What follows belongs to an exercise in optimizing a design on an open flow for small area, a short achievable clock period and few clock cycles; a production flow would make more cautious choices.
No functional check of the RTL was part of this run.

==> design/flow/run.sh <==
#!/bin/bash
# synth_recipe.tcl (not shown) runs the flow's synth.tcl, then flattens the netlist and writes it again
# the make line also repeats each setting of config.mk as NAME=value (left out here)
make -C /OpenROAD-flow-scripts/flow DESIGN_CONFIG=/design/flow/config.mk WORK_HOME=/design/flow/orfs CLKGATE_MAP_FILE= SYNTH_SCRIPT=/design/flow/synth_recipe.tcl finish
==> design/flow/config.mk <==
export PLATFORM = sky130hd
export DESIGN_NAME = JAM
export DESIGN_NICKNAME = JAM
export VERILOG_FILES = /design/flow/design.v
export SDC_FILE = /design/flow/constraint.sdc
export NUM_CORES = 4
export LEC_CHECK = 0
export CAP_MARGIN = 20
export CORE_MARGIN = 2
export CORE_UTILIZATION = 40
export PLACE_DENSITY = 0.6
export SLEW_MARGIN = 20
==> design/flow/constraint.sdc <==
create_clock -name core_clock -period 5.0 [get_ports {CLK}]
set_input_delay 1.0000 -clock core_clock [delete_from_list [all_inputs] [get_ports {CLK}]]
set_output_delay 1.0000 -clock core_clock [all_outputs]
set_load 0.01 [all_outputs]
==> design/flow/design.v <==
module JAM (
input CLK,
input RST,
output reg [2:0] W,
output reg [2:0] J,
input [6:0] Cost,
output reg [3:0] MatchCount,
output reg [9:0] MinCost,
output reg Valid );
localparam S_SCAN  = 3'd0;
localparam S_TRANS = 3'd1;
localparam S_UPD   = 3'd2;
localparam S_AUG   = 3'd3;
localparam S_BMP   = 3'd4;
localparam S_DFS   = 3'd5;
localparam S_IDLE  = 3'd6;
reg [2:0] st;
reg [2:0] i;                  
reg [7:0] u  [0:7];           
reg [6:0] nv [0:7];           
reg [6:0] m  [0:7];           
reg [7:0] minf;               
reg [2:0] way [0:7];          
reg [2:0] p  [0:7];           
reg [7:0] pv;                 
reg [7:0] used;               
reg [7:0] rv;                 
reg [63:0] bm;                
reg [9:0] s;                  
reg [6:0] mj;                 
reg       mjinf;
reg [6:0] bestm;
reg       bestinf;
reg [2:0] bestj;
reg [3:0] f;                  
function [3:0] first_zero;    
	input [7:0] msk;
	input [3:0] lo;
	integer k;
	begin
		first_zero = 4'd0;
		for (k = 7; k >= 0; k = k - 1)
			if (!msk[k] && k >= lo)
				first_zero = {1'b1, k[2:0]};
	end
endfunction
function [3:0] first_one;
	input [7:0] msk;
	integer k;
	begin
		first_one = 4'd0;
		for (k = 7; k >= 0; k = k - 1)
			if (msk[k])
				first_one = {1'b1, k[2:0]};
	end
endfunction
wire [9:0] key  = {3'd0, Cost} + s;
wire       kfin = (key[9:7] == 3'd0);
wire       klt  = key[6:0] < mj;
wire       kltb = key[6:0] < bestm;
wire       kupd = kfin & (mjinf | klt);
wire       better = kupd ? (bestinf | kltb) : (~mjinf & (bestinf | (mj < bestm)));
wire [3:0] nxt  = first_zero(used, {1'b0, J} + 4'd1);
wire [2:0] pb   = p[bestj];
wire [7:0] usedb = used | (8'd1 << bestj);
wire [3:0] fzb  = first_zero(usedb, 4'd0);
wire [3:0] fou  = first_one(used);
wire [3:0] forv = first_one(rv);
wire [3:0] jn   = first_one(used & ~(8'd1 << J));
wire [2:0] wr = way[J];
reg  [2:0] nxc;
integer k;
always @(*) begin
	nxc = 3'd0;
	for (k = 0; k < 8; k = k + 1)
		if (pv[k] && p[k] == wr)
			nxc = k[2:0];
end
wire [5:0] wjn = {W, J} + 6'd1;
wire [7:0] row  = bm[{W, 3'd0} +: 8];
wire [7:0] ge   = 8'hff << f[2:0];
wire [7:0] cand = row & ~used & (f[3] ? 8'd0 : ge);
wire [3:0] c1   = first_one(cand);
wire [2:0] Wm1  = W - 3'd1;
wire [2:0] sp   = way[Wm1];
reg  [2:0] uidx;
reg  [2:0] nidx;
reg        uzero;
always @(*) begin
	uidx = W;
	nidx = nxt[2:0];
	uzero = 1'b0;
	case (st)
	S_SCAN:  begin uidx = W;          nidx = nxt[2:0]; end
	S_TRANS: begin uidx = pb;         nidx = pv[bestj] ? fzb[2:0] : fou[2:0]; uzero = ~pv[bestj]; end
	S_UPD:   begin uidx = forv[2:0];  nidx = jn[2:0];  uzero = 1'b1; end
	S_AUG:   begin uidx = 3'd0;       nidx = 3'd0;     uzero = (i != 3'd7); end
	default: begin uidx = wjn[5:3];   nidx = wjn[2:0]; end
	endcase
end
wire [7:0] uport = u[uidx];
wire [6:0] nport = nv[nidx];
wire [6:0] mport = m[nidx];
wire [7:0] anew  = uport - {1'b0, bestm};
wire [7:0] sub   = (st == S_TRANS && pv[bestj]) ? anew : (uzero ? 8'd0 : uport);
wire [9:0] snext = {3'd0, nport} - {{2{sub[7]}}, sub};
always @(posedge CLK or posedge RST) begin
	if (RST) begin
		st <= S_SCAN;
		i <= 3'd0;
		W <= 3'd0;
		J <= 3'd0;
		s <= 10'd0;
		mj <= 7'd0;
		mjinf <= 1'b1;
		minf <= 8'hff;
		bestinf <= 1'b1;
		bestm <= 7'd0;
		bestj <= 3'd0;
		used <= 8'd0;
		rv <= 8'd0;
		pv <= 8'd0;
		f <= 4'd0;
		for (k = 0; k < 8; k = k + 1) begin
			u[k] <= 8'd0;
			nv[k] <= 7'd0;
		end
		MinCost <= 10'd0;
		MatchCount <= 4'd0;
		Valid <= 1'b0;
	end else begin
		case (st)
		S_SCAN: begin
			if (kupd) begin
				m[J] <= key[6:0];
				minf[J] <= 1'b0;
				way[J] <= W;
			end
			if (better) begin
				bestm <= kupd ? key[6:0] : mj;
				bestj <= J;
				bestinf <= 1'b0;
			end
			if (nxt[3]) begin
				J <= nxt[2:0];
				s <= snext;
				mj <= mport;
				mjinf <= minf[nxt[2:0]];
			end else
				st <= S_TRANS;
		end
		S_TRANS: begin
			bestinf <= 1'b1;
			if (pv[bestj]) begin
				u[pb] <= anew;
				rv[pb] <= 1'b1;
				used[bestj] <= 1'b1;
				W <= pb;
				J <= fzb[2:0];
				s <= snext;
				mj <= mport;
				mjinf <= minf[fzb[2:0]];
				st <= S_SCAN;
			end else begin
				MinCost <= MinCost + {3'd0, bestm};
				u[i] <= {1'b0, bestm};
				if (fou[3]) begin
					J <= fou[2:0];
					s <= snext;
					mj <= mport;
					st <= S_UPD;
				end else begin
					J <= bestj;
					st <= S_AUG;
				end
			end
		end
		S_UPD: begin
			u[forv[2:0]] <= uport + {1'b0, bestm};
			rv[forv[2:0]] <= 1'b0;
			nv[J] <= s[6:0] + bestm - mj;
			used[J] <= 1'b0;
			if (jn[3]) begin
				J <= jn[2:0];
				s <= snext;
				mj <= mport;
			end else begin
				J <= bestj;
				st <= S_AUG;
			end
		end
		S_AUG: begin
			p[J] <= wr;
			pv[J] <= 1'b1;
			if (wr == i) begin
				i <= i + 3'd1;
				minf <= 8'hff;
				mjinf <= 1'b1;
				J <= 3'd0;
				s <= snext;
				if (i == 3'd7) begin
					W <= 3'd0;
					st <= S_BMP;
				end else begin
					W <= i + 3'd1;
					st <= S_SCAN;
				end
			end else
				J <= nxc;
		end
		S_BMP: begin
			bm[{W, J}] <= (key == 10'd0);
			{W, J} <= wjn;
			s <= snext;
			if ({W, J} == 6'd63) begin
				f <= 4'd0;
				st <= S_DFS;
			end
		end
		S_DFS: begin
			if (c1[3] && W != 3'd7) begin
				way[W] <= c1[2:0];
				used[c1[2:0]] <= 1'b1;
				W <= W + 3'd1;
				f <= 4'd0;
			end else begin
				if (c1[3])
					MatchCount <= MatchCount + 4'd1;
				if (W == 3'd0) begin
					Valid <= 1'b1;
					st <= S_IDLE;
				end else begin
					W <= Wm1;
					used[sp] <= 1'b0;
					f <= {1'b0, sp} + 4'd1;
				end
			end
		end
		default: ;
		endcase
	end
end
endmodule
==> run summary <==
worst min path at each step:
stage / startpoint / end / slack, ns / depth (start not counted)
6_report: nv[1][4] / nv[1][4] / 0.47 / 2
5_1_grt: nv[3][5] / nv[3][5] / 0.50 / 2
4_1_cts: MatchCount[3] / MatchCount[3] / 0.48 / 1
3_5_place_dp: MatchCount[3] / MatchCount[3] / 0.46 / 1
3_3_place_gp: nv[1][5] / nv[1][5] / 0.46 / 2
2_1_floorplan: pv[0] / pv[0] / 0.44 / 1
per-layer routing:
metal	global-route usage [%]	share of wire, %	vias up
li1	-	-	8888
met1	34.0	45	9632
met2	38.0	45	742
met3	3.83	6.7	158
met4	8.32	3.3	2
met5	0	0.018	-
metrics by stage:
| stage | cell area (sq um) | instances | TNS (ns) | setup slack (ns) |
|---|---|---|---|---|
| after floorplan | 23200 | 2251 | -0.335 | -0.335 |
| after global placement | 26000 | 3193 | -4.49 | -0.352 |
| after detailed placement | 26000 | 3193 | -8.79 | -0.521 |
| after CTS | 27800 | 3287 | -0.711 | -0.340 |
| after global routing | 28300 | 3314 | -2.88 | -0.539 |
| final | 28300 | 3314 | -0.857 | -0.352 |
area by class of cell:
| cell class | count | area (sq um) |
|---|---|---|
| Fill cell | 5202 | 28300 |
| Timing Repair Buffer | 332 | 2720 |
| Clock inverter | 22 | 265 |
| Clock buffer | 63 | 1280 |
| Inverter | 99 | 394 |
| Multi-Input combinational cell | 1663 | 12400 |
| Sequential cell | 379 | 10300 |
| Tap cell | 756 | 946 |
what timing repair did:
item                                    in CTS  in global routing
gates resized for setup                     31                 75
endpoints found under the setup margin      12                 47
buffers inserted                             9                 28
hold buffers                                 0                  0
pin swaps                                   29                 40
gates cloned                                 0                  1
worst max-delay path, cell delays in order (launching register included):
cell and delay [ns]:
dfrtp_2 0.38, buf_6 0.12, inv_8 0.04, ha_4 0.16, ha_4 0.17, or4_4 0.46
o22a_4 0.28, inv_4 0.08, o221a_4 0.24, buf_6 0.14, mux2_4 0.29, o211ai_1 0.25
o21ai_2 0.12, ha_1 0.32, a21o_1 0.20, a21oi_2 0.15, o21bai_1 0.12, a21oi_2 0.14
xnor2_1 0.15, a22oi_1 0.13, ha_1 0.33, a21o_1 0.21, a31oi_4 0.18, mux2_4 0.33
a31oi_4 0.13, o211ai_1 0.10
cell families (layout without fill, tap and decap cells):
family	count (synthesis)	in the layout	share of synthesized area (%)
compound gates	668	668	18.5
mux	207	207	10.6
buf+inv	209	516	3.68
xor+xnor	73	73	2.78
fa+ha+maj	133	133	7.59
flops	379	379	44.9
simple gates	582	582	11.9
state kept, by name (all words and copies together), names as in the netlist, 3 cells and up:
name	count
J	3
MatchCount	4
MinCost	10
W	3
bestj	3
bestm	7
bm	64
f	4
i	3
m	56
minf	8
mj	7
nv	56
p	24
pv	8
rv	8
s	9
st	3
u	64
used	8
way	24
placed cells by master, fill, tap and decap left out, drive strengths merged, types with 42 or more instances in the layout:
cell type	Yosys	final
clkbuf	74	63
mux2	116	116
mux2i	73	73
inv	95	99
buf	36	303
nand3	42	42
nand2	201	201
ha	122	122
o21ai	236	236
dfrtp	201	201
a21oi	128	128
edfxtp	168	168
nor2	160	160
xnor2	47	47
==> results.ini <==
[synth]
syn_inst=2251
yosysSeqAreaShare_pct=44.9
ys.warnings.count=6
synth_seq_cells=379
synthFlopType=dfrtp_1
syn_area_per_cell_sq_um=10.2
synthesis.nets=2393
yosysTopAreaCell=edfxtp_1
synth_common_cells=o21ai_0 (233), dfrtp_1 (201), nand2_1 (201), edfxtp_1 (168), nor2_1 (159)
synth_area_leaders=edfxtp_1 (22%), dfrtp_1 (22%), ha_1 (6.6%), mux2_2 (5.7%), o21ai_0 (5.1%)
synth_most_common_cell=o21ai_0
synth-edff-count=168
async_flop_share_pct=55.7
netlist_area_sq_um=23000
yosysTopAreaCellShare_pct=21.9
synth_cell_types=98

[floorplan]
die_w_um=244
die_area_sq_um=59500
num_rows=87
fp.coreArea_sq_um=56600
ios=30
die_h_um=244
initial_core_util_pct=40.7

[run_status]
status=failed layout checks
so.violations=negative setup slack

[clock_tree]
clk_pin_slew_ns=0.06
htreeDepth=2
cts_sinks=379
root_buffer=clkbuf_16
cts_max_path_buffers=3
clkLatencyLatePin_ns=0.60
numCtsBuffers=46
cts_tree=done

[worst_setup_path]
crit_type=reg2reg
r2r_start=bestj[1]
crit_path_start_kind=register
cp.required_ns=5.46
reg2reg_depth=25
cp-end-kind=register
crit_path_start=bestj[1]
worstReg2RegEnd=s[7]
critPathMaxFanout=6
crit_path_end=s[7]
worstPathArrival_ns=5.81
reg2reg_slack_ns=-0.35

[detailed_routing]
initialDrtViolationCount=1883
drtPass1Iterations=8
drc=0
drt_wl_total_um=72800
vias_per_cell=5.86
ant_nets=0
dr_total_vias=19400
wire_per_inst_um=22.0

[sta]
max_freq_ghz=0.187
max_slew_margin_pct=30.5
period_share_pct=107
worst_pin_slew_ns=1.03
finalMaxSlewViolations=0
period_needed_ns=5.35
finalSetupViolCount=11
fin_ws_ns=-0.352
skew_ns=0.0316
hold_viol=0
hold_slack_ns=0.473
rsz0062_at_grt=true

[layout]
drive_above_1_share_pct=24.8
diodes=0
area_growth_syn_to_layout_pct=23.0
final_core_util_pct=50.0
fin_nets=2663

[placement]
gp_congestion=0.970
hpwl_um=53700
portBuffers=29

[global_routing]
grt_usage_pct=24.2
grt_max_degree=131
overflow=0
grt_antenna_before_repair=2
grt_pass1_wl_um=113000
first_global_vias=19000

[hold_path]
hold_class=reg2reg

[run]
drv_cap=0

what the ideal ports hide:
In the flow no input, the clock included, has a driving cell. The finished layout below was timed again as built, in two steps.
Step 1: set_driving_cell puts a clkbuf_16 on CLK and a buf_2 on each other input, an assumption about the parent block.
Step 2, shift: input delay + t, output delay - t, t = (earliest + latest rising clock arrival at the registers) / 2. This alone moves slack from input paths to output paths.
Three values: ideal, step 1, step 2; two values: the first two.
t (ns): 0.635
setup WS [ns]: -0.352 / -0.352 / -0.352
worst setup path at the end: register to register
The setup slack of this run moves by 0.000 ns with the drivers and by 0.000 ns with both steps.
